What follows belongs to an exercise in optimizing a design on an open flow for small area and a short achievable clock period; a production flow would make more cautious choices.
Where RTL was checked, it was by simulation tests only, not by an equivalence proof against the original.

Setup of indigo:
==> flow/design.v (excerpt) <==
module image_enhance (
    input  logic        clk,
    input  logic        reset,
    input  logic        stall,
    input  logic [80:0] img,
    input  logic [71:0] fil,
    input  logic [8:0]  add_img,
    output logic [29:0] out
);
Size: about 2,100 cells after synthesis, about 200 I/O pins.
clock: 20.0 ns
lec_check: 0
cap_margin: 20
core_margin: 2
core_utilization: 30
slew_margin: 20
standard.sh (not shown) runs the stock make flow with config.mk's settings and CLKGATE_MAP_FILE= SYNTH_SCRIPT=/design/flow/synth_recipe.tcl, a recipe that flattens the netlist after the stock synthesis.
==> flow/flow/run.sh <==
#!/bin/bash
# Layout flow: the standard synthesis, then a netlist pass that removes
# inverters around the full-adder cells (flow/invopt.py), then the standard
# ORFS flow from floorplan to finish with the settings in flow/settings.txt.
set -euo pipefail
R=orfs/results/sky130hd/image_enhance/base
bash standard.sh synth > synth.log 2>&1
python3 flow/invopt.py $R/1_2_yosys.v $R/1_2_yosys_invopt.v > invopt.log 2>&1
cp $R/1_2_yosys.v $R/1_2_yosys_orig.v
cp $R/1_2_yosys_invopt.v $R/1_2_yosys.v
rm -f $R/1_synth.odb $R/1_synth.sdc
mapfile -t EXTRA < flow/settings.txt
bash standard.sh "${EXTRA[@]}" finish > finish.log 2>&1
Other scripts of this flow, unchanged in this note and not shown: flow/flow/invopt.py, flow/flow/settings.txt
## Diff of input files: cedar against indigo
--- a/flow/design.v
+++ b/flow/design.v
@@ -3980,33 +3980,27 @@
     assign x = (s2 & d2) ? x1 : x0;
     logic [16:0] xh_r;
     logic        xn_r;
     logic        d3;      
     always_ff @(posedge clk) begin
         if (!stall) begin
             xh_r <= x[19:3];
             xn_r <= x[19] & (|x[2:0]);
         end
     end
     logic signed [16:0] o_r;
-    logic               o_s;
     always_ff @(posedge clk) begin
-        if (reset) begin
-            o_r <= 17'd0;
-            o_s <= 1'b0;
-        end else if (!stall) begin
-            o_r <= d3 ? xh_r + {16'd0, xn_r} : 17'd0;
-            o_s <= d3 & xh_r[16] & ~(xn_r & (&xh_r[15:0]));
-        end
+        if (reset) o_r <= 17'd0;
+        else if (!stall) o_r <= d3 ? xh_r + {16'd0, xn_r} : 17'd0;
     end
-    assign out = {{7{o_s}}, {7{o_r[16]}}, o_r[15:0]};
+    assign out = {{13{o_r[16]}}, o_r};
     always_ff @(posedge clk) begin
         if (reset) begin
             v1 <= 1'b0;
             s2 <= 1'b0;
             d2 <= 1'b0;
             d3 <= 1'b0;
         end else if (!stall) begin
             v1 <= 1'b1;
             s2 <= v1;
             d2 <= 1'b1;
             d3 <= 1'b1;
- [compare] base=indigo new=cedar: wire length went down by 4.1%; sum of routed wire segments on met1 went down by 3700 um; core utilization went down by 0.19 points.
- Compared with indigo, cedar shows area of all placed cells without fillers lower by about 0.8%.
- Any difference in initial standard-cell utilization of the core between indigo and cedar is small enough to ignore.
- First-pass GRT wire length delta (cedar − indigo): favourable
The RTL of indigo was laid out without a check of its function.

== JK ==
Another version of the RTL of image_enhance (not shown whole).
Size in the first run: about 1900 cells after synthesis, roughly 200 I/O pins, about 25000 µm² of cells after synthesis.
clock: 20.0 ns
lec_check: 0
cap_margin: 20
core_margin: 2
core_utilization: 70
cts_cluster_diameter: 80
cts_cluster_size: 30
gpl_timing_driven: 1
slew_margin: 20
==> flow/flow/run.sh <==
#!/bin/bash
# Layout flow:
#  1. the standard synthesis (standard.sh synth), unchanged;
#  2. flow/invopt.py on its netlist: picks the polarity in which each
#     full adder and 2-input AND/OR/XOR gate works, so that fewer inverters
#     are needed, and puts each full adder's latest input on its fastest pin
#     (the logic and the registers are left as they are);
#  3. the standard ORFS flow from floorplan to finish, with the make settings
#     in flow/settings.txt, one per line: ports buffered with buf_1, and
#     timing repair asked for 14.9 ns of setup slack (a 5.1 ns period), at
#     the design's clock period and constraints.
# Each step's output goes to its own log file in the work folder.
set -euo pipefail
R=orfs/results/sky130hd/image_enhance/base
bash standard.sh synth > synth.log 2>&1
python3 flow/invopt.py $R/1_2_yosys.v $R/1_2_yosys_invopt.v > invopt.log 2>&1
cp $R/1_2_yosys.v $R/1_2_yosys_orig.v
cp $R/1_2_yosys_invopt.v $R/1_2_yosys.v
rm -f $R/1_synth.odb $R/1_synth.sdc
mapfile -t EXTRA < flow/settings.txt
bash standard.sh "${EXTRA[@]}" finish > finish.log 2>&1
Other scripts of this flow, unchanged in this note and not shown: flow/flow/invopt.py, flow/flow/settings.txt
JK closes out successfully: all stages finished, all timing, DRC and antenna checks passed.
Input-level comparison between MS and JK:
--- a/flow/design.v
+++ b/flow/design.v
@@ -3903,13 +3903,13 @@
         end else if (!stall) begin
             o_r <= d3 ? xh_r + {16'd0, xn_r} : 17'd0;
             o_s <= d3 & xh_r[16] & ~(xn_r & (&xh_r[15:0]));
             o_t <= d3 & on_r;
         end
     end
-    assign out = {{5{o_t}}, {5{o_s}}, {4{o_r[16]}}, o_r[15:0]};
+    assign out = {{4{o_t}}, {5{o_s}}, {5{o_r[16]}}, o_r[15:0]};
     always_ff @(posedge clk) begin
         if (reset) begin
             v1 <= 1'b0;
             s2 <= 1'b0;
             d2 <= 1'b0;
             d3 <= 1'b0;
[summary]
[MS vs JK] worst-case setup margin in the final layout: higher in MS. Taking JK as the reference, in MS arrival time at the worst endpoint has remained practically unchanged, global placement routability congestion +0.014, transition time at the pin with the least slew margin +360 ps, per-instance average area after synthesis roughly the same. Antenna diode count delta for MS relative to JK: 1 higher. Design area of JK is on par with MS.
The RTL of JK was laid out without a check of its function.

Setup of the baseline:
Another version of the RTL of image_enhance (not shown whole).
For scale: about 2000 cells after synthesis, roughly 26000 um2 of cells after synthesis.
==> flow/config.mk <==
export PLATFORM = sky130hd
export DESIGN_NAME = image_enhance
export DESIGN_NICKNAME = image_enhance
export VERILOG_FILES = /design/flow/design.v
export SDC_FILE = /design/flow/constraint.sdc
export NUM_CORES = 4
export LEC_CHECK = 0
export CAP_MARGIN = 20
export CORE_MARGIN = 2
export CORE_UTILIZATION = 30
export SLEW_MARGIN = 20
==> flow/constraint.sdc <==
create_clock -name core_clock -period 20.0 [get_ports {clk}]
set_input_delay 4.0000 -clock core_clock [delete_from_list [all_inputs] [get_ports {clk}]]
set_output_delay 4.0000 -clock core_clock [all_outputs]
set_load 0.01 [all_outputs]
==> flow/flow/run.sh <==
#!/bin/bash
# Layout flow: the standard synthesis, then a netlist pass that removes
# inverters around the full-adder cells (flow/invopt.py: cell polarities chosen so fewer inverters are needed), then the standard
# ORFS flow from floorplan to finish with the settings in flow/settings.txt.
set -euo pipefail
R=orfs/results/sky130hd/image_enhance/base
bash standard.sh synth > synth.log 2>&1
python3 flow/invopt.py $R/1_2_yosys.v $R/1_2_yosys_invopt.v > invopt.log 2>&1
cp $R/1_2_yosys.v $R/1_2_yosys_orig.v
cp $R/1_2_yosys_invopt.v $R/1_2_yosys.v
rm -f $R/1_synth.odb $R/1_synth.sdc
mapfile -t EXTRA < flow/settings.txt
bash standard.sh "${EXTRA[@]}" finish > finish.log 2>&1
Other scripts of this flow, unchanged in this note and not shown: flow/flow/invopt.py, flow/flow/settings.txt
Input-level comparison between the candidate and the baseline:
diff --git a/flow/design.v b/flow/design.v
--- a/flow/design.v
+++ b/flow/design.v
@@ -3974,41 +3974,37 @@
     assign c1972 = (s1897 & c1932) | (s1933 & (s1897 ^ c1932));
     assign s1973 = c1898 ^ c1934 ^ s1935;
     assign c1974 = (c1898 & c1934) | (s1935 & (c1898 ^ c1934));
     logic [19:0] x1, x0, x;
     assign x1 = {c1974, c1972, c1970, c1968, c1966, c1964, c1962, c1960, c1958, c1956, c1954, c1952, c1950, c1948, c1946, c1944, c1942, c1940, c1938, s1937} + {c1936, s1973, s1971, s1969, s1967, s1965, s1963, s1961, s1959, s1957, s1955, s1953, s1951, s1949, s1947, s1945, s1943, s1941, s1939, s1899};
     assign x0 = 20'd510 + 20'(d2 ? a_r : 9'd0);
     assign x = (s2 & d2) ? x1 : x0;
     logic [16:0] xh_r;
     logic        xn_r;
-    logic        on_r;    
     logic        d3;      
     always_ff @(posedge clk) begin
         if (!stall) begin
             xh_r <= x[19:3];
             xn_r <= x[19] & (|x[2:0]);
-            on_r <= x[19] & ~((&x[18:3]) & (|x[2:0]));
         end
     end
     logic signed [16:0] o_r;
-    logic               o_s, o_t;
+    logic               o_s;
     always_ff @(posedge clk) begin
         if (reset) begin
             o_r <= 17'd0;
             o_s <= 1'b0;
-            o_t <= 1'b0;
         end else if (!stall) begin
             o_r <= d3 ? xh_r + {16'd0, xn_r} : 17'd0;
             o_s <= d3 & xh_r[16] & ~(xn_r & (&xh_r[15:0]));
-            o_t <= d3 & on_r;
         end
     end
-    assign out = {{4{o_t}}, {5{o_s}}, {5{o_r[16]}}, o_r[15:0]};
+    assign out = {{7{o_s}}, {7{o_r[16]}}, o_r[15:0]};
     always_ff @(posedge clk) begin
         if (reset) begin
             v1 <= 1'b0;
             s2 <= 1'b0;
             d2 <= 1'b0;
             d3 <= 1'b0;
         end else if (!stall) begin
             v1 <= 1'b1;
             s2 <= v1;
==> run summary <==
- Compared with the baseline, in the candidate final-stage net count decreased by 25 relative to the old numbers; area inside the core boundary decreased by 0.31% relative to the old numbers; initial standard-cell utilization of the core closely matched the old numbers.
- [compare] base=the baseline new=the candidate: final core utilization fell by 0.38 points, number of antenna violations at the first check in global routing has increased, half-perimeter wire length after placement moved up.
- Per the comparison of the candidate with the baseline, setup slack decreased 15 ps, synthesized area fell about 0.43%.
No run of this note included a check of the RTL's function; only the layout flow was run.

## what the ideal ports hide
How much do the figures lean on ideal ports? The routed layouts below were timed once more, with nothing changed but the port constraints. Step 1 sets driving cells, clkbuf_16 on the clock port and buf_2 on the other inputs (assumed; they add their load-dependent delay and slew). Step 2 also shifts input and output timing later by t, the mid clock arrival at the registers, as if the neighbouring blocks saw the same clock. Three values: no drivers, after step 1, after step 2; two values: the first two.
| run | shift t [ns] | setup slack, ns | clock arrival spread, ns | worst data-port slew with drivers (ns) |
|---|---|---|---|---|
| indigo | 0.686 | 14.842 / 14.776 / 14.398 | 0.032 / 0.033 | 0.08 |
| cedar | 0.685 | 14.847 / 14.783 / 14.404 | 0.050 / 0.049 | 0.13 |
| JK | 0.589 | 14.921 / 14.865 / 14.452 | 0.039 / 0.039 | 0.08 |
| MS | 0.589 | 14.928 / 14.870 / 14.467 | 0.042 / 0.043 | 0.06 |
| the baseline | 0.646 | 14.893 / 14.828 / 14.469 | 0.037 / 0.038 | 0.04 |
| the candidate | 0.654 | 14.878 / 14.821 / 14.497 | 0.044 / 0.044 | 0.09 |
After both steps setup and hold are still met in every run listed. For JK, which loses most, drivers alone change the setup slack by -0.056 ns; drivers and shift together by -0.469 ns.
